Context: an optimization exercise on an open-source flow, tuned for a short achievable clock period and few clock cycles. The choices shown serve that exercise and are no tape-out recipe.
Where RTL was checked, it was by simulation tests only, not by an equivalence proof against the original.
The RTL of runs 2, 3 and 7 was laid out without a check of its function.
No activity file was given, so power comes from the tool's default toggle rates.

==> flow/design.v <==
module overture (
    input  wire       clk_i,
    input  wire       reset_i,
    input  wire [7:0] memory_data_i,
    output wire [7:0] memory_address_o,
    output wire [7:0] io_address_o,
    input  wire [7:0] io_data_read_i,
    output wire [7:0] io_data_write_o,
    output wire       io_data_write_enable_o,
    output wire       io_data_read_enable_o,
    output wire       cpu_halted_o
);
    reg [7:0] pc;
    reg [7:0] r0, r1, r2, r3, r4, r5, r6;
    reg       halted;
    reg [7:0] ir;          
    reg       ir_v;
    reg [6:0] e_wen;       
    reg       e_alu;       
    reg       e_io;        
    reg [7:0] e_val;       
    reg       e_ldi;       
    reg [5:0] e_imm;
    reg       e_add;       
    reg       e_sub;
    reg       e_shl;
    reg       e_shr;
    reg       e_log;
    reg [7:0] op_a;        
    reg [7:0] op_bx;       
    reg [7:0] log_q;       
    reg [2:0] sh_n;        
    reg       re_q;
    reg       we_q;
    reg       bf_phase;    
    reg [7:0] io_addr_q;   
    reg [7:0] io_wdata_q;  
    wire [7:0] sum     = op_a + op_bx + {7'd0, e_sub};
    wire [7:0] shl_out = op_a << sh_n;
    wire [7:0] shr_out = op_a >> sh_n;
    wire [7:0] alu_out = ({8{e_add | e_sub}} & sum) |
                         ({8{e_shl}} & shl_out) |
                         ({8{e_shr}} & shr_out) |
                         ({8{e_log}} & log_q);
    wire [7:0] e_fval = e_ldi ? {2'b00, e_imm} : e_val;
    wire [7:0] e_wval = e_io ? io_data_read_i : e_fval;
    wire [7:0] n0 = e_wen[0] ? e_wval : r0;
    wire [7:0] n1 = e_wen[1] ? e_wval : r1;
    wire [7:0] n2 = e_wen[2] ? e_wval : r2;
    wire [7:0] n3 = e_alu ? alu_out : e_wen[3] ? e_wval : r3;
    wire [7:0] n4 = e_wen[4] ? e_wval : r4;
    wire [7:0] n5 = e_wen[5] ? e_wval : r5;
    wire [7:0] n6 = e_wen[6] ? e_wval : r6;
    wire [7:0] m0 = e_wen[0] ? e_fval : r0;
    wire [7:0] m1 = e_wen[1] ? e_fval : r1;
    wire [7:0] m2 = e_wen[2] ? e_fval : r2;
    wire [7:0] m3 = e_wen[3] ? e_fval : r3;
    wire [7:0] m4 = e_wen[4] ? e_fval : r4;
    wire [7:0] m5 = e_wen[5] ? e_fval : r5;
    wire [7:0] m6 = e_wen[6] ? e_fval : r6;
    wire [7:0] ins    = ir;
    wire [1:0] ty     = ins[7:6];
    wire [2:0] src    = ins[5:3];
    wire [2:0] dst    = ins[2:0];
    wire       bad    = ir_v && (ty[0] == 1'b1) && (src != 3'b000);
    wire       is_ldi = (ty == 2'b00);
    wire       is_alu = (ty == 2'b01);             
    wire       is_cp  = (ty == 2'b10);
    wire       is_jmp = (ty == 2'b11);             
    wire       is_rd  = is_cp && (src == 3'b111);
    wire       is_wr  = is_cp && (dst == 3'b111);
    wire       is_bf  = is_rd && is_wr;
    wire       zero = (m3 == 8'd0);
    wire       neg  = m3[7];
    reg        cond;
    always @(*) begin
        case (dst)
            3'b000:  cond = 1'b0;
            3'b001:  cond = zero;
            3'b010:  cond = neg;
            3'b011:  cond = neg | zero;
            3'b100:  cond = 1'b1;
            3'b101:  cond = ~zero;
            3'b110:  cond = ~neg;
            default: cond = ~neg & ~zero;
        endcase
    end
    wire e_r3_late = e_alu | (e_io & e_wen[3]);
    wire jstall  = is_jmp && e_r3_late && (dst[1:0] != 2'b00);
    wire bf_rd   = is_bf && !bf_phase;
    wire issue   = ir_v && !halted && !bad && !jstall;
    wire hold    = halted || bad || (ir_v && (jstall || bf_rd));
    wire [2:0] sel = src;
    reg  [7:0] src_m;
    reg        src_e;    
    always @(*) begin
        case (sel)
            3'd0:    begin src_m = m0; src_e = e_wen[0]; end
            3'd1:    begin src_m = m1; src_e = e_wen[1]; end
            3'd2:    begin src_m = m2; src_e = e_wen[2]; end
            3'd3:    begin src_m = m3; src_e = e_wen[3]; end
            3'd4:    begin src_m = m4; src_e = e_wen[4]; end
            3'd5:    begin src_m = m5; src_e = e_wen[5]; end
            3'd6:    begin src_m = m6; src_e = e_wen[6]; end
            default: begin src_m = m0; src_e = 1'b1;     end  
        endcase
    end
    wire fwd_io  = e_io && src_e;
    wire fwd_alu = e_alu && (sel == 3'd3);
    wire [7:0] src_val = fwd_io ? io_data_read_i : fwd_alu ? alu_out : src_m;
    reg [6:0] wen;
    always @(*) begin
        wen = 7'd0;
        if (is_ldi) wen[0] = 1'b1;
        if (is_alu) wen[3] = 1'b1;
        if (is_cp && dst != 3'b111) wen[dst] = 1'b1;
    end
    wire [3:0] amt = n2[3:0];
    wire [2:0] amt_neg = 3'd0 - amt[2:0];
    always @(posedge clk_i) begin
        if (reset_i) begin
            pc        <= 8'd0;
            halted    <= 1'b0;
            ir_v      <= 1'b0;
            r0 <= 8'd0; r1 <= 8'd0; r2 <= 8'd0; r3 <= 8'd0;
            r4 <= 8'd0; r5 <= 8'd0; r6 <= 8'd0;
            e_wen     <= 7'd0;
            e_alu     <= 1'b0;
            e_io      <= 1'b0;
            re_q      <= 1'b0;
            we_q      <= 1'b0;
            bf_phase  <= 1'b0;
        end else begin
            r0 <= n0; r1 <= n1; r2 <= n2; r3 <= n3;
            r4 <= n4; r5 <= n5; r6 <= n6;
            if (bad)
                halted <= 1'b1;
            if (!hold) begin
                if (ir_v && is_jmp && cond) begin
                    pc   <= n0;
                    ir_v <= 1'b0;      
                end else begin
                    pc   <= pc + 8'd1;
                    ir   <= memory_data_i;
                    ir_v <= 1'b1;
                end
            end
            e_wen     <= issue ? wen : 7'd0;
            e_alu     <= issue && is_alu;
            e_io      <= issue && is_rd;
            re_q      <= issue && is_rd && !(is_bf && bf_phase);
            we_q      <= issue && is_wr && !bf_rd;
            bf_phase  <= issue && bf_rd;
        end
        e_val     <= src_val;
        e_ldi     <= is_ldi;
        e_imm     <= ins[5:0];
        e_add     <= dst == 3'b100;
        e_sub     <= dst == 3'b101;
        e_shl     <= dst == 3'b111 && !amt[3];
        e_shr     <= dst == 3'b111 && amt[3];
        e_log     <= dst[2] == 1'b0 || dst == 3'b110;
        sh_n      <= amt[3] ? amt_neg : amt[2:0];
        op_a      <= n1;
        op_bx     <= n2 ^ {8{dst == 3'b101}};
        case (dst)
            3'b000:  log_q <= n1 | n2;
            3'b001:  log_q <= ~(n1 & n2);
            3'b010:  log_q <= ~(n1 | n2);
            3'b011:  log_q <= n1 & n2;
            default: log_q <= n1 ^ n2;
        endcase
        io_addr_q <= n6;
        io_wdata_q <= src_val;
    end
    assign memory_address_o       = pc;
    assign io_address_o           = io_addr_q;
    assign io_data_write_o        = io_wdata_q;
    assign io_data_write_enable_o = we_q;
    assign io_data_read_enable_o  = re_q;
    assign cpu_halted_o           = halted;
endmodule
==> flow/run.sh <==
#!/bin/bash
# synth_recipe.tcl (not shown) runs the flow's synth.tcl, then flattens the netlist and writes it again
# the make line also repeats each setting of config.mk as NAME=value (left out here)
make -C /OpenROAD-flow-scripts/flow DESIGN_CONFIG=/design/flow/config.mk WORK_HOME=/design/flow/orfs CLKGATE_MAP_FILE= SYNTH_SCRIPT=/design/flow/synth_recipe.tcl finish
==> flow/config.mk <==
export PLATFORM = sky130hd
export DESIGN_NAME = overture
export DESIGN_NICKNAME = overture
export VERILOG_FILES = /design/flow/design.v
export SDC_FILE = /design/flow/constraint.sdc
export NUM_CORES = 4
export LEC_CHECK = 0
export ABC_CLOCK_PERIOD_IN_PS = 2000
export CAP_MARGIN = 20
export CORE_MARGIN = 2
export CORE_UTILIZATION = 40
export SETUP_SLACK_MARGIN = 5
export SLEW_MARGIN = 20
==> flow/constraint.sdc <==
create_clock -name core_clock -period 7.2 [get_ports {clk_i}]
set_input_delay 1.4400 -clock core_clock [delete_from_list [all_inputs] [get_ports {clk_i}]]
set_output_delay 1.4400 -clock core_clock [all_outputs]
set_load 0.01 [all_outputs]
==> results of run 1 <==
-- repair_timing --
item	4_1_cts	5_1_grt
gates cloned	3	1
pin swaps	41	51
gates resized for setup	283	69
buffers inserted	71	28
endpoints found under the setup margin	123	78
-- tightest hold or removal path, cell delays in order, from the launching register on --
cell      delay [ns]
dfxtp_1         0.31
nor2_1          0.08
a211oi_1        0.05
-- power groups by stage --
stage               Sequential (mW)  Clock [mW]  Combinational [mW]
CTS                           0.866       0.893               0.395
global route                  0.872       0.940               0.468
detailed placement            0.891           0               0.302
floorplan                     0.867           0               0.218
global placement              0.891           0               0.302
finish                        0.869       0.888               0.441
-- registers in the layout, indices dropped and copies added, names as in the netlist, 8 cells and up --
name	flops
e_val	8
io_addr_q	8
ir	8
log_q	8
op_a	8
op_bx	8
pc	8
r0	8
r1	8
r2	8
r3	8
r4	8
r5	8
r6	8
-- layer usage --
layer / up-vias / part of all wire, %
li1: 3228 / -
met1: 3312 / 44
met2: 312 / 44
met3: 45 / 9.7
met4: 0 / 1.8
met5: - / 0
-- synthesized netlist by cell type (3+ instances only) --
cell,n
dfxtp_1,133
nor2_1,91
a21oi_1,53
nand2_1,48
mux2i_1,42
inv_1,38
nor2b_1,32
o21ai_0,32
clkbuf_1,31
ha_1,30
a211oi_1,25
mux2_2,24
nand3_1,21
o21a_1,13
nand2b_1,12
xnor2_1,12
nor3b_1,10
a22oi_1,9
buf_2,9
o211ai_1,9
and2_1,8
edfxtp_1,8
a32oi_1,7
nor4_1,7
a21o_1,6
a31oi_1,6
nor3_1,6
o21ai_1,6
and3_1,5
nand4_1,5
a221oi_1,4
buf_1,4
o22ai_1,4
or3_1,4
a21boi_0,3
a41oi_1,3
and3b_1,3
and4_1,3
o221ai_1,3
o311ai_0,3
o31a_1,3
or4_1,3
xor2_1,3
-- area by class of cell --
cell class	count	area, um^2
antenna	1	2.502
clock buffer	22	485.5
clock inverter	10	112.6
fill	1541	7601
inverter	41	160.2
multi-input combinational	596	4771
sequential	141	2977
tap	229	286.5
timing repair buffer	153	1568
-- cells by family (layout without fill, tap and decap cells) --
logic type,Yosys count,count (layout),share of synthesized area (%)
flip-flops,141,141,39.53
AND/OR/NAND/NOR,269,269,18.57
AO/OA/AOI/OAI,212,212,19.53
other,0,1,0
XOR/XNOR,15,15,1.789
adder cells (fa/ha/maj),32,32,5.657
buffers and inverters,88,226,4.907
multiplexers,68,68,10.02
-- metrics by stage --
step | instances | setup WS (ns) | cell area [um^2] | hold WS [ns]
2_1_floorplan | 825 | 4.586 | 7651 | 0.3427
3_3_place_gp | 1057 | 4.027 | 8172 | 0.4605
3_5_place_dp | 1057 | 3.983 | 8172 | 0.4681
4_1_cts | 1163 | 4.777 | 9851 | 0.4868
5_1_grt | 1192 | 4.720 | 10360 | 0.5067
6_report | 1193 | 4.790 | 10360 | 0.4889
-- path summary, 6_finish.rpt --
path,start,to,slack (ns)
worst min register to register,r5[6],r5[6],0.49
worst max register to register,ir[0],pc[0],4.79
worst max-delay path,ir[0],pc[0],4.79
worst min-delay path,r5[6],r5[6],0.49
==> key figures, run 1 <==
Outcome
  • Result of the run: finished clean

STA
  • Maximum clock skew at final layout: 0.01019 ns
  • Peak Freq: 414.9 MHz
  • Final hold vios: 0
  • Final period utilization: 33.48%
  • RSZ-0062 raised after global routing: true
  • Tmin final: 2.410 ns
  • Final setup fails: 0
  • Slew Limit Fails: 0
  • Setup TNS: 0 ns
  • Tightest Pin Transition: 0.8084 ns
  • Slew HR: 46.03%

Layout
  • Most frequent cells in the layout: dfxtp_1 (98), nor2_1 (83), buf_4 (79)
  • Commonest non-fill, non-tap cell in the layout: dfxtp_1
  • Fin nets: 1000
  • Fin util: 57.69%
  • Area Growth Syn to Fin: 41.11%
  • Share of cells above drive strength 1: 37.07%

Power and ir drop
  • Peak VDD IR: 0.0001632 V
  • Overall power: 2.199 mW
  • Int Power: 1.579 mW
  • Static leakage: 4.206 nW
  • Psw: 0.6192 mW
  • Comb power frac: 20.1%
  • Flop pwr share: 39.5%
  • Clock share of power: 40.4%
  • Pwr dens: 212.2 nW/um^2
  • Switch share: 28.16%

Synth
  • Seq/Total Area, Yosys: 39.53%
  • Syn. warnings: 1
  • Mapped Cells: 825
  • Top cells by area, synth: dfxtp_1 (36%), mux2i_1 (5.7%), ha_1 (5.1%)
  • Synth Register Bits: 141
  • Synth top area share: 36.26%
  • Average instance area after synthesis: 8.901 um^2
  • Post-synth EDFFs: 8
  • Post-Syn Nets: 875
  • Count of different cell masters after synthesis: 77
  • Synth area leader: dfxtp_1
  • Async set or reset register ratio after synthesis: 0%
  • Ys flop type: dfxtp_1
  • Mapped cell area: 7343 um^2

Worst setup path
  • Reg2Reg Depth: 8
  • Slowest cell on the critical path: or4_4
  • Critical path, cell by cell: ha_4, nor2b_4, or4_4, o2111a_2, o21ai_4, nand2_4, or3_1, a31oi_1
  • Max incr delay on CP: 0.53 ns
  • WP depth: 8
  • Worst path top cell family by delay: simple AND/OR/NAND/NOR gates
  • Critical Path RT: 7.54 ns
  • Crit path max fanout: 6
  • Setup CP Type: reg -> reg
  • Crit path capture type: flip-flop
  • Crit path arrival time: 2.76 ns
  • Setup crit start kind: flip-flop
  • CP bufs+invs: 0

Clock tree
  • Clock transition at path regs: 0.06 ns
  • Cts bufs inserted: 17
  • H-tree levels: 4
  • CTS root buffer: clkbuf_16
  • Clk sinks: 141
  • CTS tree: built
  • Bufs on Longest Clock Path: 2
  • Skew-Pair Late Insertion Delay: 0.43 ns
  • CTS Hold Bufs: 0

Hold path
  • Hold Path Class: reg -> reg
  • Hold Path Stages: 2

Detailed routing
  • Drt first pass iters: 5
  • DR iter-0 viols: 607
  • Vias/cell: 5.781
  • Via Count: 6897
  • # DRC: 0
  • Final ANT Viol Nets: 0
  • Final wirelength: 24520 um
  • Drt wl/cell: 20.55 um

Floorplanning
  • Die area: 19460 um^2
  • Row count: 49
  • Die Wd: 139.5 um
  • Core Area: 17960 um^2
  • I/O pin count: 45
  • Starting Density: 40.88%
  • Chip height: 139.5 um

Placement
  • Gpl congestion: 0.9281
  • Number of port buffers: 44
  • DP Wirelength: 15590 um

Global route
  • Vias in the first global route: 6458
  • Busiest grt layer: met2
  • Largest net degree at the start of global routing: 33
  • Initial antenna violation count: 1
  • GR met3 Demand/Resource: 7.433%
  • Routing usage on met2: 36.74%
  • Grt ovf: 0
  • Gr usage total: 24.56%
  • GRT met1 Usage: 34.49%
  • Wire length of the first global-routing pass: 36850 um

Job
  • Max-cap violations: 0
Testbench counts, summed over its fixed seeds: cycles 60,843.
==> run 2, diff against run 1 <==
--- a/flow/design.v
+++ b/flow/design.v
@@ -15,10 +15,14 @@
     reg       halted;
     reg [7:0] ir;          
     reg       ir_v;
+    reg       ir_pred;     
+    reg [7:0] ir_pc1;      
     reg [6:0] e_wen;       
     reg       e_alu;       
     reg       e_io;        
     reg [7:0] e_val;       
+    reg       e_valz;      
+    reg       e_valz_ok;   
     reg       e_ldi;       
     reg [5:0] e_imm;
     reg       e_add;       
@@ -70,7 +74,7 @@
     wire       is_rd  = is_cp && (src == 3'b111);
     wire       is_wr  = is_cp && (dst == 3'b111);
     wire       is_bf  = is_rd && is_wr;
-    wire       zero = (m3 == 8'd0);
+    wire       zero = e_wen[3] ? (e_ldi ? (e_imm == 6'd0) : e_valz) : (r3 == 8'd0);
     wire       neg  = m3[7];
     reg        cond;
     always @(*) begin
@@ -85,10 +89,13 @@
             default: cond = ~neg & ~zero;
         endcase
     end
-    wire e_r3_late = e_alu | (e_io & e_wen[3]);
+    wire e_r3_late = e_alu | (e_wen[3] & (e_io | (!e_ldi & !e_valz_ok)));
     wire jstall  = is_jmp && e_r3_late && (dst[1:0] != 2'b00);
     wire bf_rd   = is_bf && !bf_phase;
     wire issue   = ir_v && !halted && !bad && !jstall;
+    wire pred     = memory_data_i[7:2] == 6'b110001 && !(ir_v && is_cp && dst == 3'd0);
+    wire [7:0] pred_tgt = (ir_v && is_ldi) ? {2'b00, ir[5:0]} : n0;
+    wire mispredict = ir_v && is_jmp && (cond != ir_pred);
     wire hold    = halted || bad || (ir_v && (jstall || bf_rd));
     wire [2:0] sel = src;
     reg  [7:0] src_m;
@@ -136,13 +143,15 @@
             if (bad)
                 halted <= 1'b1;
             if (!hold) begin
-                if (ir_v && is_jmp && cond) begin
-                    pc   <= n0;
+                if (mispredict) begin
+                    pc   <= cond ? n0 : ir_pc1;
                     ir_v <= 1'b0;      
                 end else begin
-                    pc   <= pc + 8'd1;
-                    ir   <= memory_data_i;
-                    ir_v <= 1'b1;
+                    pc      <= pred ? pred_tgt : pc + 8'd1;
+                    ir      <= memory_data_i;
+                    ir_v    <= 1'b1;
+                    ir_pred <= pred;
+                    ir_pc1  <= pc + 8'd1;
                 end
             end
             e_wen     <= issue ? wen : 7'd0;
@@ -153,6 +162,8 @@
             bf_phase  <= issue && bf_rd;
         end
         e_val     <= src_val;
+        e_valz    <= fwd_io ? (io_data_read_i == 8'd0) : (src_m == 8'd0);
+        e_valz_ok <= !fwd_alu;
         e_ldi     <= is_ldi;
         e_imm     <= ins[5:0];
         e_add     <= dst == 3'b100;
==> key figures, run 2 <==
Worst setup path
  • Crit path capture type: flip-flop
  • Setup crit start kind: input port
  • Crit path from: memory_data_i[4]
  • Reg2Reg Depth: 11
  • Crit path arrival time: 3.32 ns
  • CP endpoint: pc[5]
  • Reg-to-reg startpoint: ir[1]
  • Flop-to-flop setup slack: 4.29 ns
  • R2R Path End: pc[2]
  • Critical Path RT: 7.58 ns
  • Crit path max fanout: 3
  • Setup CP Type: in -> reg

Synth
  • Synth Register Bits: 152
  • Mapped cell area: 8048 um^2
  • Most frequent cells after synthesis: dfxtp_1 (135), nor2_1 (97), a21oi_1 (60)
  • Mapped Cells: 885
  • Most common cell in the netlist: dfxtp_1
  • Seq/Total Area, Yosys: 39.93%
  • Synth area leader: dfxtp_1
  • Syn. warnings: 1
  • Count of different cell masters after synthesis: 82
  • Synth top area share: 33.58%
  • Ys flop type: dfxtp_1
  • Post-Syn Nets: 935
  • Top cells by area, synth: dfxtp_1 (34%), edfxtp_1 (6.3%), mux2i_1 (6.1%)
  • Async set or reset register ratio after synthesis: 0%
  • Average instance area after synthesis: 9.093 um^2
  • Post-synth EDFFs: 17

Power and ir drop
  • Static leakage: 4.567 nW
  • Overall power: 2.453 mW
  • Peak VDD IR: 0.0001781 V
  • Pwr dens: 213.5 nW/um^2

Layout
  • Share of cells above drive strength 1: 39.55%
  • Fin nets: 1062
  • Antenna diode count: 0
  • Most frequent cells in the layout: dfxtp_1 (107), nor2_1 (91), buf_4 (91)
  • Area Growth Syn to Fin: 42.75%
  • Commonest non-fill, non-tap cell in the layout: dfxtp_1
  • Finished Layout Cells: 1289

STA
  • Final hold vios: 0
  • Setup TNS: 0 ns
  • Final period utilization: 40.79%
  • Maximum clock skew at final layout: 0.01212 ns
  • Peak Freq: 340.5 MHz
  • Tightest Pin Transition: 0.7721 ns
  • RSZ-0062 raised after global routing: true
  • Slew HR: 48.46%
  • Tmin final: 2.937 ns
  • Slew Limit Fails: 0
  • Final setup fails: 0

Global route
  • Initial antenna violation count: 0
  • GRT met1 Usage: 32.35%
  • Wire length of the first global-routing pass: 40710 um
  • Grt ovf: 0
  • GR met3 Demand/Resource: 6.426%
  • Routing usage on met2: 38.73%
  • Vias in the first global route: 7176
  • Busiest grt layer: met2
  • Gr usage total: 24.58%
  • Largest net degree at the start of global routing: 33

Clock tree
  • Clk sinks: 152
  • Bufs on Longest Clock Path: 2
  • CTS tree: built
  • Clock transition at path regs: 0.07 ns
  • Cts bufs inserted: 17
  • H-tree levels: 4
  • CTS Hold Bufs: 0
  • Skew-Pair Late Insertion Delay: 0.43 ns
  • CTS root buffer: clkbuf_16

Placement
  • Number of port buffers: 44
  • Gpl congestion: 0.9075
  • Dpl cells: 1147
  • DP Wirelength: 16780 um

Floorplanning
  • Row count: 51
  • Core Area: 19590 um^2
  • Die area: 21270 um^2
  • Die Wd: 145.8 um
  • Chip height: 145.8 um
  • I/O pin count: 45
  • Starting Density: 41.08%

Detailed routing
  • Via Count: 7452
  • # DRC: 0
  • Drt wl/cell: 21.02 um
  • Drt first pass iters: 7
  • Vias/cell: 5.781
  • Final wirelength: 27100 um
  • DR iter-0 viols: 651
  • Final ANT Viol Nets: 0

Hold path
  • Hold Path Stages: 1
  • Hold Path Class: reg -> reg

Outcome
  • Result of the run: finished clean

Job
  • Max-cap violations: 0
==> run 2: changes by cell type after synthesis, sizes merged, moves of 9 or more <==
cell     change
clkbuf       +9
edfxtp       +9
nand3       -10
nor3        +12
o2111ai     +10
o21ai       -18
==> run 2: logic make-up after synthesis <==
family | share of synthesized area [%]
AO/OA/AOI/OAI | 19.90
XOR/XNOR | 2.270
AND/OR/NAND/NOR | 18.10
multiplexers | 9.733
buffers and inverters | 4.913
flip-flops | 39.93
adder cells (fa/ha/maj) | 5.162
==> run 2: where the power goes <==
group | internal [mW] | switching (mW)
combinational | 0.261 | 0.303
sequential | 0.912 | 0.0505
clock | 0.564 | 0.361
total | 1.74 | 0.715
==> run 2: area by class of cell <==
cell class,instances,area [um^2]
clock inverter,10,142.6
tap,265,331.6
fill,1653,8102
sequential,152,3268
timing repair buffer,164,1579
multi-input combinational,634,5493
clock buffer,21,460.4
inverter,43,214.0
==> run 2: worst min path at each step <==
stage	start	endpoint	slack, ns
2_1_floorplan	ir[2]	e_imm[2]	0.39
3_3_place_gp	bf_phase	bf_phase	0.46
3_5_place_dp	bf_phase	bf_phase	0.46
4_1_cts	bf_phase	bf_phase	0.48
5_1_grt	bf_phase	bf_phase	0.51
6_report	bf_phase	bf_phase	0.48
==> run 2: worst max-delay path: stages <==
cell,delay [ns]
buf_6,0.09
or4b_4,0.52
a311o_2,0.42
a211oi_2,0.23
a21oi_4,0.05
mux2_4,0.27
a22oi_2,0.15
a22o_1,0.15
==> run 2: routing by layer <==
| layer | part of all wire (%) | wire, um |
|---|---|---|
| met5 | 0 | 0 |
| met4 | 2.6 | 717 |
| met3 | 7.4 | 2009 |
| met2 | 47 | 12730 |
| met1 | 43 | 11650 |
==> run 2: metrics by stage <==
step	instance area, um^2	hold WS (ns)	util [%]	setup WS, ns
after detailed placement	8925	0.4628	45.56	3.292
after CTS	10830	0.4756	55.29	4.260
after global placement	8925	0.4578	45.56	3.302
after floorplan	8334	0.3926	-	4.026
final	11490	0.4769	58.64	4.263
after global routing	11490	0.5102	58.64	4.203
==> run 2: what timing repair did <==
action | 4_1_cts | 5_1_grt
endpoints found under the setup margin | 152 | 85
cloned | 4 | 0
pin swaps | 70 | 65
buffers inserted | 77 | 30
gates resized for setup | 348 | 84
==> run 3, diff against run 2 <==
--- a/flow/design.v
+++ b/flow/design.v
@@ -17,6 +17,7 @@
     reg       ir_v;
     reg       ir_pred;     
     reg [7:0] ir_pc1;      
+    reg [7:0] ir_srch;     
     reg [6:0] e_wen;       
     reg       e_alu;       
     reg       e_io;        
@@ -97,23 +98,13 @@
     wire [7:0] pred_tgt = (ir_v && is_ldi) ? {2'b00, ir[5:0]} : n0;
     wire mispredict = ir_v && is_jmp && (cond != ir_pred);
     wire hold    = halted || bad || (ir_v && (jstall || bf_rd));
-    wire [2:0] sel = src;
-    reg  [7:0] src_m;
-    reg        src_e;    
-    always @(*) begin
-        case (sel)
-            3'd0:    begin src_m = m0; src_e = e_wen[0]; end
-            3'd1:    begin src_m = m1; src_e = e_wen[1]; end
-            3'd2:    begin src_m = m2; src_e = e_wen[2]; end
-            3'd3:    begin src_m = m3; src_e = e_wen[3]; end
-            3'd4:    begin src_m = m4; src_e = e_wen[4]; end
-            3'd5:    begin src_m = m5; src_e = e_wen[5]; end
-            3'd6:    begin src_m = m6; src_e = e_wen[6]; end
-            default: begin src_m = m0; src_e = 1'b1;     end  
-        endcase
-    end
+    wire [7:0] src_m = ({8{ir_srch[0]}} & m0) | ({8{ir_srch[1]}} & m1) |
+                       ({8{ir_srch[2]}} & m2) | ({8{ir_srch[3]}} & m3) |
+                       ({8{ir_srch[4]}} & m4) | ({8{ir_srch[5]}} & m5) |
+                       ({8{ir_srch[6]}} & m6);
+    wire       src_e = |(ir_srch & {1'b1, e_wen});   
     wire fwd_io  = e_io && src_e;
-    wire fwd_alu = e_alu && (sel == 3'd3);
+    wire fwd_alu = e_alu && ir_srch[3];
     wire [7:0] src_val = fwd_io ? io_data_read_i : fwd_alu ? alu_out : src_m;
     reg [6:0] wen;
     always @(*) begin
@@ -149,6 +140,7 @@
                 end else begin
                     pc      <= pred ? pred_tgt : pc + 8'd1;
                     ir      <= memory_data_i;
+                    ir_srch <= 8'd1 << memory_data_i[5:3];
                     ir_v    <= 1'b1;
                     ir_pred <= pred;
                     ir_pc1  <= pc + 8'd1;
==> key figures, run 3 <==
Global route
  • Wire length of the first global-routing pass: 40120 um
  • Gr usage total: 24.92%
  • Initial antenna violation count: 0
  • Grt ovf: 0
  • Largest net degree at the start of global routing: 31
  • Vias in the first global route: 6827

Clock tree
  • Clk sinks: 160
  • Bufs on Longest Clock Path: 2
  • Skew-Pair Late Insertion Delay: 0.44 ns
  • CTS root buffer: clkbuf_16
  • CTS tree: built
  • H-tree levels: 4
  • Cts bufs inserted: 17
  • Clock transition at path regs: 0.07 ns

Worst setup path
  • CP bufs+invs: 3
  • Max incr delay on CP: 0.45 ns
  • Crit path from: ir[0]
  • Worst path top cell family by delay: compound AO/OA/AOI/OAI gates
  • Slowest cell on the critical path: edfxtp_1
  • Flop-to-flop setup slack: 4.55 ns
  • CP endpoint: ir_srch[3]
  • Critical path, cell by cell: buf_6, ha_4, or3_4, a21oi_4, a2111oi_4, a32o_2, a211oi_4, buf_6, buf_4, and2_4
  • Crit path max fanout: 6
  • Reg-to-reg startpoint: ir[0]
  • Reg2Reg Depth: 10
  • Critical Path RT: 7.36 ns
  • Setup crit start kind: flip-flop
  • WP depth: 10
  • Crit path capture type: flip-flop
  • R2R Path End: ir_srch[3]
  • Setup CP Type: reg -> reg
  • Most frequent cell on the critical path: buf_6
  • Crit path arrival time: 2.80 ns

Layout
  • Most frequent cells in the layout: buf_4 (107), dfxtp_1 (105), nor2_1 (78)
  • Fin nets: 1035
  • Area Growth Syn to Fin: 41.34%
  • Finished Cell Area: 11270 um^2
  • Antenna diode count: 0
  • Filler cell count: 1706
  • Fin util: 57.70%
  • Share of cells above drive strength 1: 40.32%
  • Commonest non-fill, non-tap cell in the layout: buf_4
  • Finished Layout Cells: 1262

Placement
  • Area post-placement: 8916 um^2
  • Number of port buffers: 44
  • Gpl congestion: 0.8776
  • Dpl cells: 1100
  • DP Wirelength: 16510 um

Synth
  • Most common cell in the netlist: dfxtp_1
  • Synth Register Bits: 160
  • Mapped cell area: 7971 um^2
  • Post-synth EDFFs: 25
  • Count of different cell masters after synthesis: 68
  • Ys flop type: dfxtp_1
  • Most frequent cells after synthesis: dfxtp_1 (135), nor2_1 (87), a21oi_1 (62), nor2b_1 (62), nand2_1 (41)
  • Average instance area after synthesis: 9.547 um^2
  • Seq/Total Area, Yosys: 43.32%
  • Async set or reset register ratio after synthesis: 0%
  • Synth top area share: 33.90%
  • Mapped Cells: 835
  • Post-Syn Nets: 886
  • Syn. warnings: 1
  • Top cells by area, synth: dfxtp_1 (34%), edfxtp_1 (9.4%), ha_1 (4.9%)
  • Synth area leader: dfxtp_1

Detailed routing
  • Final ANT Viol Nets: 0
  • Via Count: 7149
  • Drt first pass iters: 5
  • Vias/cell: 5.665
  • Final wirelength: 26290 um
  • DR iter-0 viols: 602
  • Drt wl/cell: 20.83 um
  • # DRC: 0

STA
  • Setup TNS: 0 ns
  • Tmin final: 2.647 ns
  • Tightest Pin Transition: 0.7525 ns
  • Final setup fails: 0
  • Slew Limit Fails: 0
  • RSZ-0062 raised after global routing: true
  • Maximum clock skew at final layout: 0.02069 ns
  • Final hold vios: 0
  • Peak Freq: 377.8 MHz
  • Final period utilization: 36.76%
  • Slew HR: 49.65%

Power and ir drop
  • Flop pwr share: 42.5%
  • Comb power frac: 19.2%
  • Clock share of power: 38.3%
  • Pwr dens: 214.9 nW/um^2
  • Psw: 0.7149 mW
  • Switch share: 29.52%
  • Peak VDD IR: 0.0001655 V
  • Static leakage: 4.562 nW
  • Int Power: 1.707 mW

Floorplanning
  • Die area: 21070 um^2
  • Starting Density: 40.82%
  • I/O pin count: 45
  • Core Area: 19530 um^2
  • Die Wd: 145.2 um
  • Chip height: 145.2 um
  • Row count: 51

Job
  • Max-cap violations: 0

Outcome
  • Result of the run: finished clean

Hold path
  • Hold Path Class: reg -> reg
  • Hold Path Stages: 2
==> run 3: cell types whose count changed in the layout (fill, tap and decap cells not counted), moves of 10 or more <==
cell / before / now
nor2b_1: 27 / 56
buf_4: 91 / 107
mux2i_1: 37 / 27
a22oi_1: 3 / 14
inv_2: 4 / 17
nor2_1: 91 / 78
o21a_1: 17 / 0
==> run 3: worst min-delay path, cell delays in order (launching register included) <==
cell and delay [ns]:
dfxtp_1 0.31, nor2_1 0.08, a211oi_1 0.05
==> run 3: timing repair <==
item | 4_1_cts | 5_1_grt
pin swaps | 54 | 61
buffers inserted | 101 | 22
resized for setup | 317 | 72
cloned | 6 | 1
hold buffers | 0 | 0
setup endpoints to repair | 161 | 88
==> run 3: layer usage <==
metal / wire (um) / GRT usage [%] / share of wire [%] / vias up
met2: 12280 / 39.00 / 47 / 256
li1: - / - / - / 3349
met5: 0 / 0 / 0 / -
met1: 11710 / 33.81 / 45 / 3491
met4: 879 / 10.29 / 3.3 / 0
met3: 1416 / 4.874 / 5.4 / 53
==> run 3: worst min path at each step <==
stage          slack [ns]      from            to
3_3_place_gp         0.47  bf_phase      bf_phase
3_5_place_dp         0.47     ir[5]      e_imm[5]
6_report             0.49     r5[7]         r5[7]
4_1_cts              0.49     r5[7]         r5[7]
5_1_grt              0.52     r6[5]  io_addr_q[5]
2_1_floorplan        0.37     ir[2]      e_imm[2]
==> run 3: metrics by stage <==
stage	setup slack, ns	power [mW]	hold slack [ns]
finish	4.553	2.422	0.4874
global route	4.465	2.509	0.5165
CTS	4.559	2.389	0.4865
detailed placement	3.371	1.365	0.4704
global placement	3.465	1.363	0.4692
floorplan	4.577	1.249	0.3746
==> run 3: cell families after synthesis <==
kind of cell	synth area share, %
flops	43.32
xor+xnor	2.197
buf+inv	4.442
fa+ha+maj	5.368
compound gates	18.32
mux	9.810
simple gates	16.54
==> run 3: area by class of cell <==
type / instances / area [um^2] / share of cell area (%)
flip-flops and latches: 160 / 3518 / 31.23
inverters: 42 / 157.7 / 1.399
repair buffers: 173 / 1570 / 13.94
well taps: 265 / 331.6 / 2.943
clock inverters: 15 / 168.9 / 1.499
clock buffers: 17 / 425.4 / 3.776
multi-input cells: 590 / 5095 / 45.22
==> run 3: power by group through the flow <==
stage / clock, mW / sequential, mW / combinational, mW
final: 0.928 / 1.03 / 0.466
after global routing: 0.983 / 1.03 / 0.494
after CTS: 0.940 / 1.02 / 0.425
after detailed placement: 0 / 1.05 / 0.312
after global placement: 0 / 1.05 / 0.311
after floorplan: 0 / 1.01 / 0.235
==> run 4, diff against run 3 <==
--- a/flow/design.v
+++ b/flow/design.v
@@ -18,6 +18,10 @@
     reg       ir_pred;     
     reg [7:0] ir_pc1;      
     reg [7:0] ir_srch;     
+    reg       ir_bad;      
+    reg       ir_r3;       
+    reg [2:0] ir_jt;       
+    reg [2:0] ir_jm;       
     reg [6:0] e_wen;       
     reg       e_alu;       
     reg       e_io;        
@@ -67,7 +71,7 @@
     wire [1:0] ty     = ins[7:6];
     wire [2:0] src    = ins[5:3];
     wire [2:0] dst    = ins[2:0];
-    wire       bad    = ir_v && (ty[0] == 1'b1) && (src != 3'b000);
+    wire       bad    = ir_v && ir_bad;
     wire       is_ldi = (ty == 2'b00);
     wire       is_alu = (ty == 2'b01);             
     wire       is_cp  = (ty == 2'b10);
@@ -77,26 +81,21 @@
     wire       is_bf  = is_rd && is_wr;
     wire       zero = e_wen[3] ? (e_ldi ? (e_imm == 6'd0) : e_valz) : (r3 == 8'd0);
     wire       neg  = m3[7];
-    reg        cond;
-    always @(*) begin
-        case (dst)
-            3'b000:  cond = 1'b0;
-            3'b001:  cond = zero;
-            3'b010:  cond = neg;
-            3'b011:  cond = neg | zero;
-            3'b100:  cond = 1'b1;
-            3'b101:  cond = ~zero;
-            3'b110:  cond = ~neg;
-            default: cond = ~neg & ~zero;
-        endcase
-    end
+    wire cond = zero ? ir_jt[0] : neg ? ir_jt[1] : ir_jt[2];
     wire e_r3_late = e_alu | (e_wen[3] & (e_io | (!e_ldi & !e_valz_ok)));
-    wire jstall  = is_jmp && e_r3_late && (dst[1:0] != 2'b00);
+    wire jstall  = ir_r3 && e_r3_late;
     wire bf_rd   = is_bf && !bf_phase;
     wire issue   = ir_v && !halted && !bad && !jstall;
     wire pred     = memory_data_i[7:2] == 6'b110001 && !(ir_v && is_cp && dst == 3'd0);
     wire [7:0] pred_tgt = (ir_v && is_ldi) ? {2'b00, ir[5:0]} : n0;
-    wire mispredict = ir_v && is_jmp && (cond != ir_pred);
+    wire       f_bad = memory_data_i[6] && memory_data_i[5:3] != 3'd0;
+    wire       f_jmp = memory_data_i[7:3] == 5'b11000;
+    wire [2:0] f_cc  = memory_data_i[2:0];
+    wire [2:0] f_jt  = {3{f_jmp}} & {
+        f_cc == 3'b100 || f_cc == 3'b101 || f_cc == 3'b110 || f_cc == 3'b111,    
+        f_cc == 3'b010 || f_cc == 3'b011 || f_cc == 3'b100 || f_cc == 3'b101,    
+        f_cc == 3'b001 || f_cc == 3'b011 || f_cc == 3'b100 || f_cc == 3'b110};   
+    wire mispredict = ir_v && (zero ? ir_jm[0] : neg ? ir_jm[1] : ir_jm[2]);
     wire hold    = halted || bad || (ir_v && (jstall || bf_rd));
     wire [7:0] src_m = ({8{ir_srch[0]}} & m0) | ({8{ir_srch[1]}} & m1) |
                        ({8{ir_srch[2]}} & m2) | ({8{ir_srch[3]}} & m3) |
@@ -141,6 +140,10 @@
                     pc      <= pred ? pred_tgt : pc + 8'd1;
                     ir      <= memory_data_i;
                     ir_srch <= 8'd1 << memory_data_i[5:3];
+                    ir_bad  <= f_bad;
+                    ir_r3   <= f_jmp && memory_data_i[1:0] != 2'b00;
+                    ir_jt   <= f_jt;
+                    ir_jm   <= f_jt ^ {3{pred}};
                     ir_v    <= 1'b1;
                     ir_pred <= pred;
                     ir_pc1  <= pc + 8'd1;
==> key figures, run 4 <==
Hold path
  • Hold path startpoint: ir[4]
  • Worst Hold End: e_imm[4]
  • Hold Path Class: reg -> reg
  • Hold Path Stages: 0

Synth
  • Count of different cell masters after synthesis: 62
  • Post-synth EDFFs: 32
  • Post-Syn Nets: 922
  • Seq/Total Area, Yosys: 44.53%
  • Simple-gate share of the synthesized area: 17.78%
  • Average instance area after synthesis: 9.445 um^2
  • Ys flop type: dfxtp_1
  • Mapped Cells: 871
  • Synth area leader: dfxtp_1
  • Mapped cell area: 8227 um^2
  • Syn. warnings: 1
  • Synth Register Bits: 167
  • Async set or reset register ratio after synthesis: 0%
  • Top cells by area, synth: dfxtp_1 (33%), edfxtp_1 (12%), ha_1 (4.7%)
  • Largest family of logic cells by synthesized area: compound AO/OA/AOI/OAI gates
  • Mux contribution to synthesized area: 7.605%
  • Post-Synth Adder-Cell Area: 5.202%
  • XOR/XNOR Fraction of Synth Area: 2.129%
  • Most frequent cells after synthesis: dfxtp_1 (135), nor2_1 (86), nand2_1 (60)
  • Most common cell in the netlist: dfxtp_1
  • Synth Area in Compound Gates: 18.86%
  • Synth top area share: 32.85%

Floorplanning
  • Die area: 21730 um^2
  • Core Area: 20230 um^2
  • I/O pin count: 45
  • Die Wd: 147.4 um
  • Starting Density: 40.66%
  • Chip height: 147.4 um
  • Row count: 52

Layout
  • Antenna diode count: 0
  • Commonest non-fill, non-tap cell in the layout: buf_4
  • Most frequent cells in the layout: buf_4 (110), dfxtp_1 (100), nor2_1 (78)
  • Share of cells above drive strength 1: 38.23%
  • Filler cell count: 1694
  • Fin nets: 1079
  • Area Growth Syn to Fin: 41.95%

Power and ir drop
  • Overall power: 2.424 mW
  • Pwr dens: 207.6 nW/um^2
  • Static leakage: 4.684 nW
  • Peak VDD IR: 0.0001787 V

STA
  • Peak Freq: 406.8 MHz
  • RSZ-0062 raised after global routing: true
  • Slew Limit Fails: 0
  • Tightest Pin Transition: 0.7428 ns
  • Setup TNS: 0 ns
  • Final hold vios: 0
  • Tmin final: 2.458 ns
  • Slew HR: 50.38%
  • Final period utilization: 34.15%
  • Maximum clock skew at final layout: 0.01824 ns
  • Final setup fails: 0

Placement
  • DP Wirelength: 16950 um
  • Number of port buffers: 44
  • Gpl congestion: 0.9157

Clock tree
  • CTS root buffer: clkbuf_16
  • Bufs on Longest Clock Path: 2
  • Cts bufs inserted: 17
  • Skew-Pair Late Insertion Delay: 0.44 ns
  • Clock transition at path regs: 0.08 ns
  • Clk sinks: 167
  • H-tree levels: 4
  • CTS Hold Bufs: 0
  • CTS tree: built

Worst setup path
  • Critical Path RT: 7.56 ns
  • Crit path arrival time: 2.82 ns
  • Reg2Reg Depth: 6
  • R2R Path End: e_valz
  • Reg-to-reg startpoint: ir_srch[1]
  • Flop-to-flop setup slack: 4.74 ns
  • Crit path max fanout: 8
  • Crit path capture type: flip-flop
  • Crit path from: ir_srch[1]
  • Setup crit start kind: flip-flop
  • Setup CP Type: reg -> reg

Global route
  • Grt ovf: 0
  • Initial antenna violation count: 0
  • GRT met1 Usage: 32.35%
  • Routing usage on met2: 39.58%
  • Wire length of the first global-routing pass: 40770 um
  • Gr usage total: 24.48%
  • Vias in the first global route: 7146
  • Largest net degree at the start of global routing: 32
  • GR met3 Demand/Resource: 5.309%
  • Busiest grt layer: met2

Detailed routing
  • Final wirelength: 27160 um
  • DR iter-0 viols: 732
  • Drt wl/cell: 20.72 um
  • Final ANT Viol Nets: 0
  • # DRC: 0
  • Vias/cell: 5.769
  • Via Count: 7563
  • Drt first pass iters: 5

Outcome
  • Result of the run: finished clean

Job
  • Max-cap violations: 0
## run 4: cell types whose count changed after synthesis, sizes merged, moves of 6 or more
cell / change
nand3: +8
a22o: -7
a21oi: -9
edfxtp: +7
a211o: +8
nor2b: -7
o22ai: +6
nand2: +19
nand2b: +6
## run 4: layout make-up
cell class | instances | area [um^2] | share of cell area, %
inverters | 41 | 166.4 | 1.425
clock buffers | 17 | 425.4 | 3.643
well taps | 270 | 337.8 | 2.893
flip-flops and latches | 167 | 3737 | 32.00
repair buffers | 179 | 1704 | 14.59
multi-input cells | 622 | 5141 | 44.03
clock inverters | 15 | 165.2 | 1.414
## run 4: cells by family after synthesis
kind of cell             Yosys count
AO/OA/AOI/OAI                    222
XOR/XNOR                          20
flip-flops                       167
AND/OR/NAND/NOR                  289
buffers and inverters             85
multiplexers                      55
adder cells (fa/ha/maj)           33
## run 4: timing repair
item / CTS / global route
setup buffers: 97 / 30
gates cloned: 6 / 0
resized for setup: 325 / 83
setup endpoints to repair: 166 / 88
hold endpoints to repair: 0 / 0
pin swaps: 53 / 64
## run 4: layer usage
layer  vias up  wire length (um)  part of all wire (%)
met1      3636             11480                    42
met4         0              1037                   3.8
met2       351             12590                    46
li1       3505                 -                     -
met3        71              2057                   7.6
met5         -                 0                     0
## run 4: how the worst max path moves through the flow
stage / endpoint / slack, ns / cells past startpoint
after detailed placement: ir[2] / 3.81 / 5
after global placement: pc[1] / 3.76 / 7
final: e_valz / 4.74 / 6
after floorplan: ir[0] / 4.45 / 4
after global routing: e_valz / 4.67 / 7
after CTS: log_q[3] / 4.77 / 7
## run 4: where the power goes
part,switching [mW],internal (mW)
logic,0.224,0.211
clock network,0.407,0.520
registers,0.0503,1.01
total,0.682,1.74
## run 4: critical path: stages, from the launching register on
cell	delay [ns]
edfxtp_1	0.60
nor2b_1	0.25
a22oi_1	0.15
o2111ai_1	0.17
a2111o_1	0.44
or4_4	0.53
o31ai_4	0.23
## run 4: per-stage QoR
stage               setup WS [ns]  cell area [um^2]  hold WS, ns  instances  utilization, %
global route                4.674             11680       0.4504       1311           57.71
detailed placement          3.814              9223       0.3956       1146           45.58
global placement            3.763              9223       0.3919       1146           45.58
finish                      4.742             11680       0.4421       1311           57.71
CTS                         4.773             11120       0.4117       1281           54.95
floorplan                   4.454              8620       0.3643        871               -
Testbench counts of run 4, summed over its fixed seeds: cycles 59,732.
==> run 5, diff against run 4 <==
--- a/flow/config.mk
+++ b/flow/config.mk
@@ -8,6 +8,6 @@
 export ABC_CLOCK_PERIOD_IN_PS = 2000
 export CAP_MARGIN = 20
 export CORE_MARGIN = 2
-export CORE_UTILIZATION = 40
+export CORE_UTILIZATION = 30
 export SETUP_SLACK_MARGIN = 5
 export SLEW_MARGIN = 20
==> key figures, run 5 <==
Outcome
  • Result of the run: finished clean

Synth
  • Count of different cell masters after synthesis: 62
  • Most frequent cells after synthesis: dfxtp_1 (135), nor2_1 (86), nand2_1 (60)
  • Async set or reset register ratio after synthesis: 0%
  • Syn. warnings: 1
  • Most common cell in the netlist: dfxtp_1
  • Mapped cell area: 8227 um^2
  • Average instance area after synthesis: 9.445 um^2
  • Synth top area share: 32.85%
  • Seq/Total Area, Yosys: 44.53%
  • Top cells by area, synth: dfxtp_1 (33%), edfxtp_1 (12%), ha_1 (4.7%)
  • Ys flop type: dfxtp_1
  • Post-Syn Nets: 922
  • Post-synth EDFFs: 32
  • Synth Register Bits: 167
  • Synth area leader: dfxtp_1
  • Mapped Cells: 871

Layout
  • Share of cells above drive strength 1: 39.10%
  • Antenna diode count: 0
  • Commonest non-fill, non-tap cell in the layout: buf_4
  • Area Growth Syn to Fin: 44.73%
  • Fin nets: 1079
  • Most frequent cells in the layout: buf_4 (109), dfxtp_1 (102), nor2_1 (80)

Detailed routing
  • Vias/cell: 5.485
  • Final wirelength: 28500 um
  • Drt wl/cell: 20.62 um
  • # DRC: 0
  • Final ANT Viol Nets: 0
  • Drt first pass iters: 7
  • Via Count: 7580
  • DR iter-0 viols: 724

Power and ir drop
  • Overall power: 2.449 mW
  • Pwr dens: 205.7 nW/um^2
  • Static leakage: 4.722 nW
  • Peak VDD IR: 0.0001580 V

Clock tree
  • Bufs on Longest Clock Path: 2
  • Clock transition at path regs: 0.07 ns
  • Cts bufs inserted: 17
  • CTS root buffer: clkbuf_16
  • Skew-Pair Late Insertion Delay: 0.43 ns
  • CTS tree: built
  • Clk sinks: 167
  • H-tree levels: 4

Worst setup path
  • Critical Path RT: 7.57 ns
  • Flop-to-flop setup slack: 4.75 ns
  • Critical path, cell by cell: buf_12, nor3_4, and3_4, buf_6, buf_6, nand3b_1, a31oi_1, a22o_1
  • Slowest cell on the critical path: and3_4
  • Crit path arrival time: 2.88 ns
  • Max incr delay on CP: 0.34 ns
  • Most frequent cell on the critical path: buf_6
  • CP bufs+invs: 3
  • Crit path capture type: flip-flop
  • R2R Path End: e_valz
  • Setup CP Type: in -> reg
  • Crit path max fanout: 8
  • Setup crit start kind: input port
  • Worst path top cell family by delay: simple AND/OR/NAND/NOR gates
  • Reg-to-reg startpoint: e_wen[4]
  • Reg2Reg Depth: 7

STA
  • RSZ-0062 raised after global routing: true
  • Final setup fails: 0
  • Final period utilization: 34.88%
  • Tmin final: 2.511 ns
  • Peak Freq: 398.2 MHz
  • Tightest Pin Transition: 0.7668 ns
  • Setup TNS: 0 ns
  • Maximum clock skew at final layout: 0.009964 ns
  • Final hold vios: 0
  • Slew HR: 48.69%
  • Slew Limit Fails: 0

Global route
  • Initial antenna violation count: 0
  • Vias in the first global route: 7203
  • Gr usage total: 19.33%
  • Largest net degree at the start of global routing: 32
  • Grt ovf: 0
  • Wire length of the first global-routing pass: 42140 um

Hold path
  • Worst Hold End: e_imm[4]
  • Hold path startpoint: ir[4]
  • Hold Path Stages: 0
  • Hold Path Class: reg -> reg

Placement
  • DP Wirelength: 17590 um
  • Gpl congestion: 0.8824
  • Number of port buffers: 44

Job
  • Max-cap violations: 0

Floorplanning
  • Die area: 28760 um^2
  • Die Wd: 169.6 um
  • Core Area: 26950 um^2
  • Chip height: 169.6 um
  • Starting Density: 30.52%
  • Row count: 60
  • I/O pin count: 45
## run 5: worst max-delay path by stage
| stage | start | end | slack, ns | cells past startpoint |
|---|---|---|---|---|
| global placement | memory_data_i[3] | pc[2] | 3.77 | 7 |
| finish | memory_data_i[5] | pc[6] | 4.69 | 8 |
| CTS | io_data_read_i[3] | log_q[3] | 4.76 | 7 |
| floorplan | reset_i | ir[0] | 4.45 | 4 |
| global route | ir_srch[4] | e_valz | 4.65 | 7 |
| detailed placement | reset_i | ir_srch[5] | 3.79 | 5 |
## run 5: cells by family after synthesis
| group | count (synthesis) | share of synthesized area [%] |
|---|---|---|
| mux | 55 | 7.605 |
| xor+xnor | 20 | 2.129 |
| compound gates | 222 | 18.86 |
| simple gates | 289 | 17.78 |
| fa+ha+maj | 33 | 5.202 |
| flops | 167 | 44.53 |
| buf+inv | 85 | 3.893 |
## run 5: through the flow
| stage | hold WS, ns | area, um^2 | utilization, % | worst slack, ns | std cells |
|---|---|---|---|---|---|
| after floorplan | 0.3643 | 8620 | - | 4.454 | 871 |
| after global placement | 0.4011 | 9311 | 34.55 | 3.767 | 1217 |
| after detailed placement | 0.3906 | 9311 | 34.55 | 3.792 | 1217 |
| after CTS | 0.4321 | 11330 | 42.03 | 4.762 | 1351 |
| after global routing | 0.4433 | 11910 | 44.18 | 4.646 | 1382 |
| final | 0.4348 | 11910 | 44.18 | 4.689 | 1382 |
## run 5: cell type report
class,count,area [um^2]
clock buffer,18,450.4
timing repair buffer,180,1770
clock inverter,14,156.4
tap,341,426.7
sequential,167,3742
fill,2483,15040
multi-input combinational,621,5194
inverter,41,166.4
## run 5: report_power, final
part	internal (mW)	switching, mW	leakage (nW)
Combinational	0.207	0.231	3.00
Clock	0.540	0.408	0.300
Sequential	1.01	0.0522	1.43
Total	1.76	0.692	4.72
## run 5: layer usage
metal | up-vias | share of wire [%] | global-route usage, %
li1 | 3505 | - | -
met1 | 3667 | 42 | 25.60
met2 | 338 | 45 | 28.93
met3 | 68 | 8.2 | 5.947
met4 | 2 | 4.1 | 8.250
met5 | - | 0.25 | 1.913
## run 5: repair_timing
action / CTS / global route
buffers inserted: 96 / 30
endpoints found under the setup margin: 173 / 92
gates cloned: 6 / 1
resized for setup: 350 / 77
pin swaps: 60 / 63
hold buffers: 0 / 0
==> run 6, diff against run 5 <==
--- a/flow/config.mk
+++ b/flow/config.mk
@@ -8,6 +8,6 @@
 export ABC_CLOCK_PERIOD_IN_PS = 2000
 export CAP_MARGIN = 20
 export CORE_MARGIN = 2
-export CORE_UTILIZATION = 30
+export CORE_UTILIZATION = 55
 export SETUP_SLACK_MARGIN = 5
 export SLEW_MARGIN = 20
==> key figures, run 6 <==
Power and ir drop
  • Pwr dens: 210.8 nW/um^2
  • Switch share: 27.50%
  • Clock share of power: 38.9%
  • Static leakage: 4.635 nW
  • Comb power frac: 17.7%
  • Peak VDD IR: 0.0001971 V
  • Flop pwr share: 43.3%
  • Int Power: 1.768 mW
  • Psw: 0.6707 mW

Synth
  • Post-Syn Nets: 922
  • Most common cell in the netlist: dfxtp_1
  • Most frequent cells after synthesis: dfxtp_1 (135), nor2_1 (86), nand2_1 (60)
  • Post-synth EDFFs: 32
  • Seq/Total Area, Yosys: 44.53%
  • Average instance area after synthesis: 9.445 um^2
  • Post-Synth Adder-Cell Area: 5.202%
  • Synth area leader: dfxtp_1
  • Synth Register Bits: 167
  • Mux contribution to synthesized area: 7.605%
  • Synth Area in Compound Gates: 18.86%
  • Ys flop type: dfxtp_1
  • Largest family of logic cells by synthesized area: compound AO/OA/AOI/OAI gates
  • Synth top area share: 32.85%
  • Mapped Cells: 871
  • Mapped cell area: 8227 um^2
  • Syn. warnings: 1
  • XOR/XNOR Fraction of Synth Area: 2.129%
  • Count of different cell masters after synthesis: 62
  • Top cells by area, synth: dfxtp_1 (33%), edfxtp_1 (12%), ha_1 (4.7%)
  • Async set or reset register ratio after synthesis: 0%
  • Simple-gate share of the synthesized area: 17.78%

Clock tree
  • CTS root buffer: clkbuf_16
  • Skew-Pair Late Insertion Delay: 0.42 ns
  • CTS Hold Bufs: 0
  • Clk sinks: 167
  • CTS tree: built
  • Cts bufs inserted: 17
  • Bufs on Longest Clock Path: 2
  • H-tree levels: 4
  • Clock transition at path regs: 0.07 ns

Global route
  • Gr usage total: 33.47%
  • Vias in the first global route: 7675
  • Initial antenna violation count: 0
  • Wire length of the first global-routing pass: 41550 um
  • Grt ovf: 0
  • Largest net degree at the start of global routing: 63

Detailed routing
  • Drt first pass iters: 6
  • Drt wl/cell: 22.99 um
  • DR iter-0 viols: 798
  • Via Count: 7805
  • # DRC: 0
  • Vias/cell: 6.413
  • Final wirelength: 27980 um
  • Final ANT Viol Nets: 0

STA
  • Slew HR: 43.88%
  • Tightest Pin Transition: 0.8400 ns
  • Peak Freq: 410.3 MHz
  • Final setup fails: 0
  • Final setup margin: 4.763 ns
  • Slew Limit Fails: 0
  • RSZ-0062 raised after global routing: true
  • Maximum clock skew at final layout: 0.01194 ns
  • Tmin final: 2.437 ns
  • Setup TNS: 0 ns
  • Final period utilization: 33.85%
  • Final hold vios: 0

Floorplanning
  • Die Wd: 126.3 um
  • Starting Density: 56.39%
  • Die area: 15950 um^2
  • Row count: 44
  • I/O pin count: 45
  • Core Area: 14590 um^2
  • Chip height: 126.3 um

Layout
  • Antenna diode count: 0
  • Area Growth Syn to Fin: 40.62%
  • Filler cell count: 885
  • Most frequent cells in the layout: buf_4 (104), dfxtp_1 (103), nor2_1 (81)
  • Commonest non-fill, non-tap cell in the layout: buf_4
  • Fin nets: 1071
  • Share of cells above drive strength 1: 38.33%

Worst setup path
  • Critical Path RT: 7.48 ns
  • Setup crit start kind: input port
  • Crit path capture type: flip-flop
  • Crit path arrival time: 2.72 ns
  • Setup CP Type: in -> reg
  • Crit path max fanout: 4

Placement
  • Gpl congestion: 0.9638
  • Number of port buffers: 44
  • DP Wirelength: 17230 um
  • Worst slack, placed: 3.732 ns

Job
  • Max-cap violations: 0

Outcome
  • Result of the run: finished clean

Hold path
  • Hold Path Class: reg -> reg
## run 6: cell count changes in the layout (fill, tap and decap cells not counted), sizes merged, moves of 2 or more
cell / delta
buf: -9
bufbuf: -3
clkbuf: +2
clkdlybuf4s15: +2
clkinvlp: +2
inv: -3
## run 6: critical path, cell delays in order
cell and delay (ns):
buf_8 0.10, mux2_4 0.31, a21oi_4 0.20, buf_4 0.14
buf_4 0.12, ha_1 0.23, nand2_1 0.07, o221ai_1 0.11
## run 6: power by group through the flow
stage	combinational, mW	clock, mW	sequential, mW
floorplan	0.196	0	1.06
global placement	0.273	0	1.08
detailed placement	0.277	0	1.08
CTS	0.374	0.951	1.05
global route	0.457	0.993	1.06
finish	0.433	0.950	1.06
## run 6: stage by stage
step                      utilization, %  power, mW  hold slack (ns)  instance area, um^2  instances
after floorplan                        -      1.256           0.3643                 8620        871
after global placement             62.48      1.357           0.4163                 9115       1060
final                              79.30      2.439           0.4434                11570       1217
after CTS                          75.04      2.377           0.4415                10950       1186
after global routing               79.30      2.511           0.4544                11570       1217
after detailed placement           62.48      1.361           0.3874                 9115       1060
## run 6: kinds of logic (layout without fill, tap and decap cells)
logic type | after synthesis | after routing
buffers and inverters | 85 | 245
adder cells (fa/ha/maj) | 33 | 33
AO/OA/AOI/OAI | 222 | 222
XOR/XNOR | 20 | 20
multiplexers | 55 | 55
flip-flops | 167 | 167
AND/OR/NAND/NOR | 289 | 291
## run 6: final timing paths
check | from | end | slack [ns] | cells after the start
max | io_data_read_i[5] | log_q[5] | 4.76 | 8
min | ir[5] | e_imm[5] | 0.44 | 0
max reg2reg | e_wen[2] | e_valz | 4.81 | 7
min reg2reg | ir[5] | e_imm[5] | 0.44 | 0
## run 6: final cells by class
cell class	instances	area [um^2]	area share, %
multi-input combinational	621	5189	44.85
sequential	167	3744	32.36
timing repair buffer	172	1632	14.10
clock buffer	18	439.2	3.796
tap	184	230.2	1.990
clock inverter	14	168.9	1.460
inverter	41	166.4	1.438
## run 6: timing repair
item / CTS / global route
cloned: 2 / 3
resized for setup: 346 / 79
setup buffers: 92 / 28
setup endpoints to repair: 180 / 98
pin swaps: 57 / 53
## run 6: per-layer routing
layer  global-route usage, %  wire, um  share of wire, %
met1                   41.27     10720                38
met3                   6.748      2237               8.0
met5                       0         0                 0
met2                   54.71     13500                48
met4                   19.46      1519               5.4
==> run 7, diff against run 6 <==
--- a/flow/design.v
+++ b/flow/design.v
@@ -67,6 +67,11 @@
     wire [7:0] m4 = e_wen[4] ? e_fval : r4;
     wire [7:0] m5 = e_wen[5] ? e_fval : r5;
     wire [7:0] m6 = e_wen[6] ? e_fval : r6;
+    wire       zf = e_fval == 8'd0;
+    wire [6:0] mzv = {e_wen[6] ? zf : r6 == 8'd0, e_wen[5] ? zf : r5 == 8'd0,
+                      e_wen[4] ? zf : r4 == 8'd0, e_wen[3] ? zf : r3 == 8'd0,
+                      e_wen[2] ? zf : r2 == 8'd0, e_wen[1] ? zf : r1 == 8'd0,
+                      e_wen[0] ? zf : r0 == 8'd0};
     wire [7:0] ins    = ir;
     wire [1:0] ty     = ins[7:6];
     wire [2:0] src    = ins[5:3];
@@ -97,6 +102,8 @@
         f_cc == 3'b001 || f_cc == 3'b011 || f_cc == 3'b100 || f_cc == 3'b110};   
     wire mispredict = ir_v && (zero ? ir_jm[0] : neg ? ir_jm[1] : ir_jm[2]);
     wire hold    = halted || bad || (ir_v && (jstall || bf_rd));
+    wire [7:0] pc_seq  = hold ? pc : mispredict ? (cond ? n0 : ir_pc1) : pc + 8'd1;
+    wire [7:0] pc_next = (pred && !hold && !mispredict) ? pred_tgt : pc_seq;
     wire [7:0] src_m = ({8{ir_srch[0]}} & m0) | ({8{ir_srch[1]}} & m1) |
                        ({8{ir_srch[2]}} & m2) | ({8{ir_srch[3]}} & m3) |
                        ({8{ir_srch[4]}} & m4) | ({8{ir_srch[5]}} & m5) |
@@ -132,12 +139,11 @@
             r4 <= n4; r5 <= n5; r6 <= n6;
             if (bad)
                 halted <= 1'b1;
+            pc <= pc_next;
             if (!hold) begin
                 if (mispredict) begin
-                    pc   <= cond ? n0 : ir_pc1;
                     ir_v <= 1'b0;      
                 end else begin
-                    pc      <= pred ? pred_tgt : pc + 8'd1;
                     ir      <= memory_data_i;
                     ir_srch <= 8'd1 << memory_data_i[5:3];
                     ir_bad  <= f_bad;
@@ -157,7 +163,7 @@
             bf_phase  <= issue && bf_rd;
         end
         e_val     <= src_val;
-        e_valz    <= fwd_io ? (io_data_read_i == 8'd0) : (src_m == 8'd0);
+        e_valz    <= fwd_io ? (io_data_read_i == 8'd0) : (ir_srch[6:0] & mzv) != 7'd0;
         e_valz_ok <= !fwd_alu;
         e_ldi     <= is_ldi;
         e_imm     <= ins[5:0];
--- a/flow/config.mk
+++ b/flow/config.mk
@@ -8,6 +8,6 @@
 export ABC_CLOCK_PERIOD_IN_PS = 2000
 export CAP_MARGIN = 20
 export CORE_MARGIN = 2
-export CORE_UTILIZATION = 55
+export CORE_UTILIZATION = 40
 export SETUP_SLACK_MARGIN = 5
 export SLEW_MARGIN = 20
==> key figures, run 7 <==
Layout
  • Fin util: 55.16%
  • Most frequent cells in the layout: nor2_1 (102), dfxtp_1 (100), buf_4 (87)
  • Share of cells above drive strength 1: 35.99%
  • Antenna diode count: 0
  • Area Growth Syn to Fin: 36.26%
  • Finished Layout Cells: 1278
  • Commonest non-fill, non-tap cell in the layout: nor2_1
  • Fin nets: 1041
  • Filler cell count: 1810

STA
  • Final setup margin: 4.631 ns
  • Maximum clock skew at final layout: 0.008756 ns
  • Tmin final: 2.569 ns
  • Setup TNS: 0 ns
  • Peak Freq: 389.2 MHz
  • Final setup fails: 0
  • Slew HR: 43.44%
  • Final period utilization: 35.69%
  • Slew Limit Fails: 0
  • RSZ-0062 raised after global routing: true
  • Final hold vios: 0
  • Tightest Pin Transition: 0.8420 ns

Synth
  • Mapped cell area: 8429 um^2
  • Most common cell in the netlist: dfxtp_1
  • Synth area leader: dfxtp_1
  • Most frequent cells after synthesis: dfxtp_1 (135), nor2_1 (110), mux2i_1 (74)
  • Post-synth EDFFs: 32
  • Mapped Cells: 871
  • Post-Syn Nets: 922
  • Seq/Total Area, Yosys: 43.46%
  • Top cells by area, synth: dfxtp_1 (32%), edfxtp_1 (11%), mux2i_1 (8.8%)
  • Average instance area after synthesis: 9.678 um^2
  • Syn. warnings: 1
  • Async set or reset register ratio after synthesis: 0%
  • Ys flop type: dfxtp_1
  • Synth Register Bits: 167
  • Synth top area share: 32.06%
  • Count of different cell masters after synthesis: 77

Floorplanning
  • Core Area: 20820 um^2
  • Die area: 22250 um^2
  • Die Wd: 149.2 um
  • Starting Density: 40.48%
  • I/O pin count: 45
  • Row count: 53
  • Chip height: 149.2 um

Worst setup path
  • Max incr delay on CP: 0.44 ns
  • Critical path, cell by cell: buf_8, nor3_4, nand3_4, or3_4, mux2_4, o221a_1
  • Crit path max fanout: 6
  • Critical Path RT: 7.51 ns
  • Crit path capture type: flip-flop
  • Setup crit start kind: input port
  • CP bufs+invs: 1
  • Flop-to-flop setup slack: 4.79 ns
  • Crit path arrival time: 2.88 ns
  • Slowest cell on the critical path: or3_4
  • Setup CP Type: in -> reg
  • Worst path top cell family by delay: simple AND/OR/NAND/NOR gates

Power and ir drop
  • Static leakage: 4.565 nW
  • Pwr dens: 278.9 nW/um^2
  • Peak VDD IR: 0.0002021 V

Clock tree
  • Cts bufs inserted: 17
  • CTS root buffer: clkbuf_16
  • Clk sinks: 167
  • Skew-Pair Late Insertion Delay: 0.43 ns
  • Bufs on Longest Clock Path: 2
  • Clock transition at path regs: 0.06 ns
  • H-tree levels: 4
  • CTS tree: built

Global route
  • Busiest grt layer: met2
  • Routing usage on met2: 38.41%
  • GR met3 Demand/Resource: 4.832%
  • Vias in the first global route: 6990
  • Wire length of the first global-routing pass: 40400 um
  • GRT met1 Usage: 32.88%
  • Initial antenna violation count: 0
  • Gr usage total: 24.11%
  • Grt ovf: 0
  • Largest net degree at the start of global routing: 38

Job
  • Max-cap violations: 0

Detailed routing
  • Final wirelength: 27000 um
  • Drt first pass iters: 7
  • Final ANT Viol Nets: 0
  • Drt wl/cell: 21.13 um
  • # DRC: 0
  • Vias/cell: 5.747
  • DR iter-0 viols: 768
  • Via Count: 7345

Placement
  • Number of port buffers: 44
  • Worst slack, placed: 3.366 ns
  • Gpl congestion: 0.9441
  • Dpl cells: 1141
  • DP Wirelength: 17840 um

Hold path
  • Hold Path Class: reg -> reg

Outcome
  • Result of the run: finished clean
==> run 7: changes by cell type after synthesis, moves of 14 or more <==
cell,change
nand2_1,-21
nor2_1,+24
a21oi_1,-22
mux2i_1,+43
nor4_1,+14
nor2b_1,-32
==> run 7: cell type report <==
type | instances | area [um^2] | share of cell area [%]
Inverter | 37 | 168.9 | 1.471
Tap cell | 275 | 344.1 | 2.996
Timing Repair Buffer | 149 | 1455 | 12.67
Clock buffer | 21 | 461.7 | 4.020
Multi-Input combinational cell | 618 | 5140 | 44.75
Sequential cell | 167 | 3747 | 32.63
Clock inverter | 11 | 168.9 | 1.471
==> run 7: routing by layer <==
metal | part of all wire (%) | wire length, um | up-vias
met4 | 2.9 | 790 | 0
met3 | 7.3 | 1968 | 61
met1 | 44 | 11840 | 3535
met5 | 0 | 0 | -
li1 | - | - | 3418
met2 | 46 | 12400 | 331
==> run 7: path summary, 6_finish.rpt <==
check | cells past startpoint | end | startpoint
setup / recovery | 6 | pc[1] | memory_data_i[3]
hold / removal | 0 | e_imm[3] | ir[3]
setup reg to reg | 9 | e_val[6] | e_sub
hold reg to reg | 0 | e_imm[3] | ir[3]
==> run 7: cells by family after synthesis <==
logic type / synth area share (%)
adder cells (fa/ha/maj): 5.076
XOR/XNOR: 2.182
buffers and inverters: 4.957
AND/OR/NAND/NOR: 16.77
multiplexers: 11.41
AO/OA/AOI/OAI: 16.13
flip-flops: 43.46
==> run 7: worst reg2reg max path: stages (launching register included) <==
cell	delay (ns)
dfxtp_2	0.33
fa_2	0.40
inv_2	0.07
fa_2	0.20
nand2b_4	0.15
a21oi_2	0.07
or4_4	0.42
and3_4	0.21
a2111oi_4	0.29
o21ai_2	0.15
==> run 7: timing repair <==
item,4_1_cts,5_1_grt
gates cloned,4,0
buffers inserted,77,24
resized for setup,301,101
hold buffers,0,0
endpoints found under the setup margin,184,99
pin swaps,28,38
==> run 7: stage by stage <==
stage	hold WS [ns]	power [mW]	instance area, um^2
finish	0.4419	3.204	11490
global route	0.4744	3.329	11490
CTS	0.4394	3.113	10950
detailed placement	0.4165	1.929	9203
global placement	0.4028	1.929	9203
floorplan	0.3702	1.695	8728
==> run 7: where the power goes <==
part           switching (mW)  leakage, nW  internal [mW]  total (mW)
combinational           0.522         2.83          0.469       0.991
clock                   0.377        0.307          0.602       0.979
sequential              0.124         1.43           1.11        1.23

afterwards: timing with drivers on the ports:
The flow's constraints put no driver on any port. The routed layouts listed below were extracted and timed again, unchanged, in two steps. Step 1: set_driving_cell puts a clkbuf_16 on clk_i and a buf_2 on each other input, an assumption about the parent block. Step 2 also shifts input and output timing later by t, the mid clock arrival at the registers, as if the neighbouring blocks saw the same clock. Three values: ideal ports, drivers, drivers and shift; two values: the first two.
run	t (ns)	setup WS [ns]	pins driven straight from the clock port
run 1	0.467	4.790 / 4.790 / 4.377	1
run 2	0.476	4.263 / 4.282 / 3.806	1
run 3	0.480	4.553 / 4.553 / 4.167	1
run 4	0.479	4.742 / 4.742 / 4.306	1
run 5	0.477	4.689 / 4.691 / 4.214	1
run 6	0.462	4.763 / 4.765 / 4.303	1
run 7	0.471	4.631 / 4.639 / 4.169	1
After both steps every run listed still meets setup and hold. For run 5, which loses most, drivers alone change the setup slack by +0.002 ns; drivers and shift together by -0.475 ns.
